This design comes from an exercise in tuning for small area and a short achievable clock period on the open sky130 flow, not from production work.
RTL that was checked went through simulation tests only; none was proved equivalent to the original.
Power figures rest on the tool's default switching activity, not on a simulated workload.

==> inputs of 11-15 <==
==> flow/design.v (excerpt) <==
module ACC_CPU_32BITS(
	input button_clock_in,
	input [16:0] Input,
	output wire [0:27] Output7Segments,
	input clock,
	output wire WaitingInput,
	input reset_in,
	output wire Negative,
	output wire [0:20] OutputPC,
	output wire [14:0] mem_addr,
	output wire [31:0] mem_wdata,
	output wire mem_we,
	input [31:0] mem_rdata
	);
==> flow/config.mk <==
export PLATFORM = sky130hd
export DESIGN_NAME = ACC_CPU_32BITS
export DESIGN_NICKNAME = ACC_CPU_32BITS
export VERILOG_FILES = /design/flow/design.v
export SDC_FILE = /design/flow/constraint.sdc
export NUM_CORES = 4
export LEC_CHECK = 0
export CAP_MARGIN = 20
export CORE_MARGIN = 2
export CORE_UTILIZATION = 40
export SLEW_MARGIN = 20
export SYNTH_HIERARCHICAL = 1
export SYNTH_MINIMUM_KEEP_SIZE = 0
==> flow/constraint.sdc <==
create_clock -name core_clock -period 105.0 [get_ports {clock}]
set_input_delay 21.0000 -clock core_clock [delete_from_list [all_inputs] [get_ports {clock}]]
set_output_delay 21.0000 -clock core_clock [all_outputs]
set_load 0.01 [all_outputs]
run.sh (not shown) runs the stock make flow with config.mk's settings and CLKGATE_MAP_FILE= SYNTH_SCRIPT=/design/flow/synth_recipe.tcl, a recipe that flattens the netlist after the stock synthesis.
==> 08-03 (differences from 11-15) <==
--- a/flow/design.v
+++ b/flow/design.v
@@ -51,20 +51,20 @@
 		begin
 			c = ci;
 			for (i = 0; i < 32; i = i + 1) begin
 				rca32[i] = a[i] ^ b[i] ^ c;
 				c = (a[i] & b[i]) | (c & (a[i] ^ b[i]));
 			end
 		end
 	endfunction
-	wire [20:0] rr;
+	wire [21:0] rr;
 	genvar gi;
 	generate
-		for (gi = 0; gi < 21; gi = gi + 1) begin : rg
+		for (gi = 0; gi < 22; gi = gi + 1) begin : rg
 			RstInv ri(.a(reset_in), .y(rr[gi]));
 		end
 	endgenerate
 	wire [31:0] Mem = mem_rdata;
 	reg [2:0] st;
 	reg pend;             
 	reg mact;             
 	reg mshr;             
@@ -123,106 +123,128 @@
 		else if (cAAUX) defA = Aux;
 		else if (cASR3) defA = {31'd0, SR[3]};
 		else defA = Acc;
 		if (cBZ) defB = 32'd0;
 		else if (cBM) defB = MDR;
 		else if (cBI) defB = Imm;
 		else defB = 32'd1;
 	end
-	wire [31:0] addA = S0 ? defA : ((S1 | (S3 & cBR)) ? PC : SP);
-	wire [31:0] addB = S0 ? defB : ((S3 & cBR) ? Imm : 32'd1);
-	wire addSub = S0 ? cSUB : (S3 & ~cBR);
+	wire jmp = S3 & (op == 6'd35);
+	wire rti = S3 & (op == 6'd56);
+	wire wdY = (op == 6'd31), wdSR = (op == 6'd29), wdSPC = (op == 6'd32), wdPC = (op == 6'd34);
+	wire wdAcc = ~(wdY | wdSR | wdSPC | wdPC);
+	wire aPC  = (S1 & ~pre) | (S3 & cBR) | (S2 & wdPC);
+	wire oup  = S3 & (op == 6'd59);
+	wire aSP  = (S3 & ~cBR & ~jmp & ~rti & ~oup) | S4;
+	wire aSPC = rti | (S2 & wdSPC);
+	wire aSR  = S2 & wdSR;
+	wire aY   = (S2 & wdY) | oup;
+	wire aAcc = S2 & wdAcc;
+	wire [31:0] addA = S0 ? defA :
+		(({32{aPC}} & PC) | ({32{aSP}} & SP) | ({32{aSPC}} & sPC) |
+		 ({32{aSR}} & SR) | ({32{aY}} & Y) | ({32{aAcc}} & Acc));
+	wire [31:0] addB = S0 ? defB : (((S3 & (cBR | jmp)) | S5) ? Imm :
+		((S1 & pre) ? 32'd198 : ((S2 | rti) ? 32'd0 : 32'd1)));
+	wire addSub = S0 ? cSUB : (aSP & S3) | oup;     
 	wire [31:0] sum = rca32(addA, addB ^ {32{addSub}}, addSub);
 	reg [31:0] R;
 	always @(*) begin
 		if (cAND) R = Acc & defB;
 		else if (cOR) R = Acc | defB;
 		else if (cXOR) R = Acc ^ defB;
 		else R = sum;
 	end
 	wire [31:0] shOne = (IR[25:5] == 21'd0) ? (32'd1 << IR[4:0]) : 32'd0;
 	wire [31:0] mulB = (op == 6'd3 || op == 6'd13) ? shOne : Imm;
 	wire [10:0] chunk = S0 ? {1'b0, MDR[31:22]} : (S1 ? MDR[21:11] : MDR[10:0]);
 	wire [31:0] mulA = mshr ? rev32(Acc) : Acc;
-	wire [31:0] T = {P, 11'd0} + mulA * chunk;
+	reg [31:0] T, ms, mc, mr, mn;
+	integer mi;
+	always @(*) begin
+		ms = {P, 11'd0};
+		mc = 32'd0;
+		for (mi = 0; mi < 11; mi = mi + 1) begin
+			mr = chunk[mi] ? (mulA << mi) : 32'd0;
+			mn = ms ^ mc ^ mr;
+			mc = ((ms & mc) | (ms & mr) | (mc & mr)) << 1;
+			ms = mn;
+		end
+		T = ms + mc;
+	end
 	wire [31:0] Tfin = mshr ? rev32(T) : T;
 	wire mfin = mact & S2;
 	reg [31:0] Acc_n, X_n, Y_n, SP_n, SR_n, Aux_n, PCo_n, sPC_n;
 	reg [14:0] Base_n;
 	reg BaseHi_n;
 	always @(*) begin
 		Acc_n = Acc; X_n = X; Y_n = Y; SP_n = SP; SR_n = SR; Aux_n = Aux;
 		PCo_n = PC; sPC_n = sPC; Base_n = Base; BaseHi_n = BaseHi;
 		if (exe) begin
 			if (cDACC) Acc_n = R;
-			if (cDX) X_n = R;
-			if (cDY) Y_n = R;
-			if (cFLAGS) SR_n[2:0] = {1'b0, (R == 32'd0), R[31]};
-			if (op == 6'd25) SP_n = R;
-			if (op == 6'd8) Aux_n = R;
-			if (op == 6'd27) SR_n = R;
-			if (op == 6'd40) sPC_n = R;
+			if (cDX) X_n = sum;
+			if (cDY) Y_n = sum;
+			if (cFLAGS) SR_n[2:0] = {1'b0, (sum == 32'd0), sum[31]};
+			if (op == 6'd25) SP_n = sum;
+			if (op == 6'd8) Aux_n = sum;
+			if (op == 6'd27) SR_n = sum;
+			if (op == 6'd40) sPC_n = sum;
 		end
 		if (mfin) Acc_n = Tfin;
 		if (S1) begin
-			PCo_n = pre ? 32'd198 : sum;
+			PCo_n = sum;
 			if (pre) begin
 				sPC_n = PC;
 				Base_n = 15'd0;
 				BaseHi_n = 1'b0;
 			end
 		end
 		if (S3) begin
 			case (op)
 				6'd24, 6'd56: begin Base_n = Aux[14:0]; BaseHi_n = |Aux[31:15]; end
-				6'd35: PCo_n = Imm;
+				6'd35: PCo_n = sum;
 				6'd57: SR_n[3] = 1'b1;
 				default: ;
 			endcase
 			if (cPUSH) SP_n = sum;
 			if (cBR & brTaken) PCo_n = sum;
-			if (op == 6'd56) PCo_n = sPC;
+			if (op == 6'd56) PCo_n = sum;
 		end
 		if (S4) begin
 			if (op == 6'd60) Y_n = {InReg[16], 15'd0, InReg[15:0]};
 			if (cPULL) SP_n = sum;
 		end
-		if (S5) PCo_n = Imm;
+		if (S5) PCo_n = sum;
 	end
 	wire rts = S4 & (op == 6'd33);
 	wire [31:0] PC_n = rts ? Mem : PCo_n;
 	wire [31:0] IR_n = S1 ? (pre ? 32'hF8000000 : Mem) : IR;
 	wire pre_n = S0 & (BaseHi | (|Base)) & (cnt == 6'd63);
 	wire [14:0] BX = Base + X[14:0];
 	wire [14:0] PM = S4 ? Base : (pre ? X[14:0] : BX);
 	wire fastSel = (S1 & ~pre) | rts;
-	wire [14:0] fastSum;
-	FastAdd15 fadd(PM, Mem[14:0], fastSum);
 	reg [14:0] slP, slQ;
 	always @(*) begin
 		if (S1 | (S2 & cIMMX)) begin
 			slP = S1 ? X[14:0] : BX;
 			slQ = S1 ? 15'd0 : IR[14:0];
 		end else begin
 			slP = Base_n;
 			slQ = (nst == 3'd0 || nst == 3'd1) ? PCo_n[14:0] : SP_n[14:0];
 		end
 	end
 	wire [14:0] slowSum = slP + slQ;
-	wire [14:0] RA_n = fastSel ? fastSum : slowSum;
+	wire [14:0] RA_d;
+	RaNext ran(.pm(PM), .mem(Mem[14:0]), .slow(slowSum), .fast(fastSel), .rst(rr[21]), .d(RA_d));
 	wire [31:0] MDR_n = (mact & (S0 | S1)) ? MDR : ((S3 & cMULC & ~cBM) ? mulB : Mem);
-	wire [31:0] WD_n = (op == 6'd31) ? Y :
-	                   (op == 6'd29) ? SR :
-	                   (op == 6'd32) ? sPC :
-	                   (op == 6'd34) ? PC : (mfin ? Tfin : Acc);
+	wire [31:0] WD_n = S2 ? ((mfin & wdAcc) ? Tfin : sum) : WD;
 	wire WE_n = ((nst == 3'd3) & ((op == 6'd17) | (op == 6'd31))) |
 	            ((nst == 3'd4) & cPUSH);
 	wire WI_n = (nst == 3'd3) & (op == 6'd60);
-	wire [15:0] outv = Y[31] ? (16'd0 - Y[15:0]) : Y[15:0];
+	wire [15:0] outv = Y[31] ? ~sum[15:0] : Y[15:0];
 	always @(posedge clock) begin
 		MDR <= MDR_n;
 		P <= S3 ? 21'd0 : T[20:0];
 		IR <= IR_n;       
 		WD <= WD_n;
 	end
 	always @(posedge clock) begin
 		if (rr[0]) begin
@@ -256,23 +278,22 @@
 	always @(posedge clock) if (rr[13]) PC[15:0] <= 16'd0; else PC[15:0] <= PC_n[15:0];
 	always @(posedge clock) if (rr[14]) PC[31:16] <= 16'd0; else PC[31:16] <= PC_n[31:16];
 	always @(posedge clock) if (rr[15]) sPC[15:0] <= 16'd0; else sPC[15:0] <= sPC_n[15:0];
 	always @(posedge clock) if (rr[16]) sPC[31:16] <= 16'd0; else sPC[31:16] <= sPC_n[31:16];
 	always @(posedge clock) begin
 		if (rr[17]) begin
 			Base <= 15'd0;
 			BaseHi <= 1'b0;
-			RA <= 15'd0;
 		end else begin
 			Base <= Base_n;
 			BaseHi <= BaseHi_n;
-			RA <= RA_n;
 		end
 	end
+	always @(posedge clock) RA <= RA_d;    
 	always @(posedge clock)
 		if (rr[18]) pcsegR <= {seg7(4'd0), seg7(4'd0), seg7(4'd0)};
 		else pcsegR <= {seg7(PC_n[3:0]), seg7(PC_n[7:4]), seg7(PC_n[11:8])};
 	wire countSig = S0 & (BaseHi | (|Base));
 	always @(posedge clock) begin
 		if (rr[0]) begin
 			cnt <= 6'd0;
 			pre <= 1'b0;
@@ -309,14 +330,16 @@
 	assign Output7Segments = segR;
 	assign OutputPC = pcsegR;
 	assign Negative = NegR;
 	assign WaitingInput = WIR;
 	assign mem_addr = RA;
 	assign mem_we = WER;
 	assign mem_wdata = WD;
 endmodule
-module FastAdd15(input [14:0] a, input [14:0] b, output [14:0] s);
-	assign s = a + b;
+module RaNext(input [14:0] pm, input [14:0] mem, input [14:0] slow, input fast,
+	input rst, output [14:0] d);
+	wire [14:0] s = pm + mem;
+	assign d = rst ? 15'd0 : (fast ? s : slow);
 endmodule
 module RstInv(input a, output y);
 	assign y = ~a;
 endmodule
==> comparison <==
- 11-15 completed with no timing, DRC or antenna violations. 08-03 produced a clean layout.
- Critical path depth: 11-15 is higher than 08-03 (5).
- Of 11-15 and 08-03, 11-15 has the higher final cell count (gap about 10%, measured against 08-03).
- Count of clock-buffer cells in the layout: 11-15 is lower than 08-03 (11).
- Against 11-15, the synthesized area of 08-03 is smaller by 5.1%.
- Against 08-03, the total power of 11-15 is lower by 26%.
- First-iteration DRC count: 11-15 is higher than 08-03 (about 65%).
For 11-15, only the layout was checked, not whether the RTL still works.

-- port drivers added, routing unchanged --
In the flow no input, the clock included, has a driving cell. The finished layouts below were timed again as built, in two steps. Step 1 assumes that a clkbuf_16 drives the clock port and a buf_2 every other input. Step 2 adds t to the input delays and takes it off the output delays; t is the mean of the earliest and latest rising clock arrival at the registers after step 1. Input paths then give back, and output paths get back, about the clock's delay inside the block. a / b / c = no drivers / after step 1 / after step 2; a / b = the first two.
run	shift t [ns]	setup WS [ns]	worst slew at a driven data input, ns
11-15	0.726	81.989 / 82.027 / 81.302	0.07
08-03	0.732	82.002 / 82.054 / 81.323	0.10
After both steps setup and hold are still met in every run listed. The setup slack of 11-15, which loses most, moves by +0.038 ns with the drivers and by -0.687 ns with both steps.
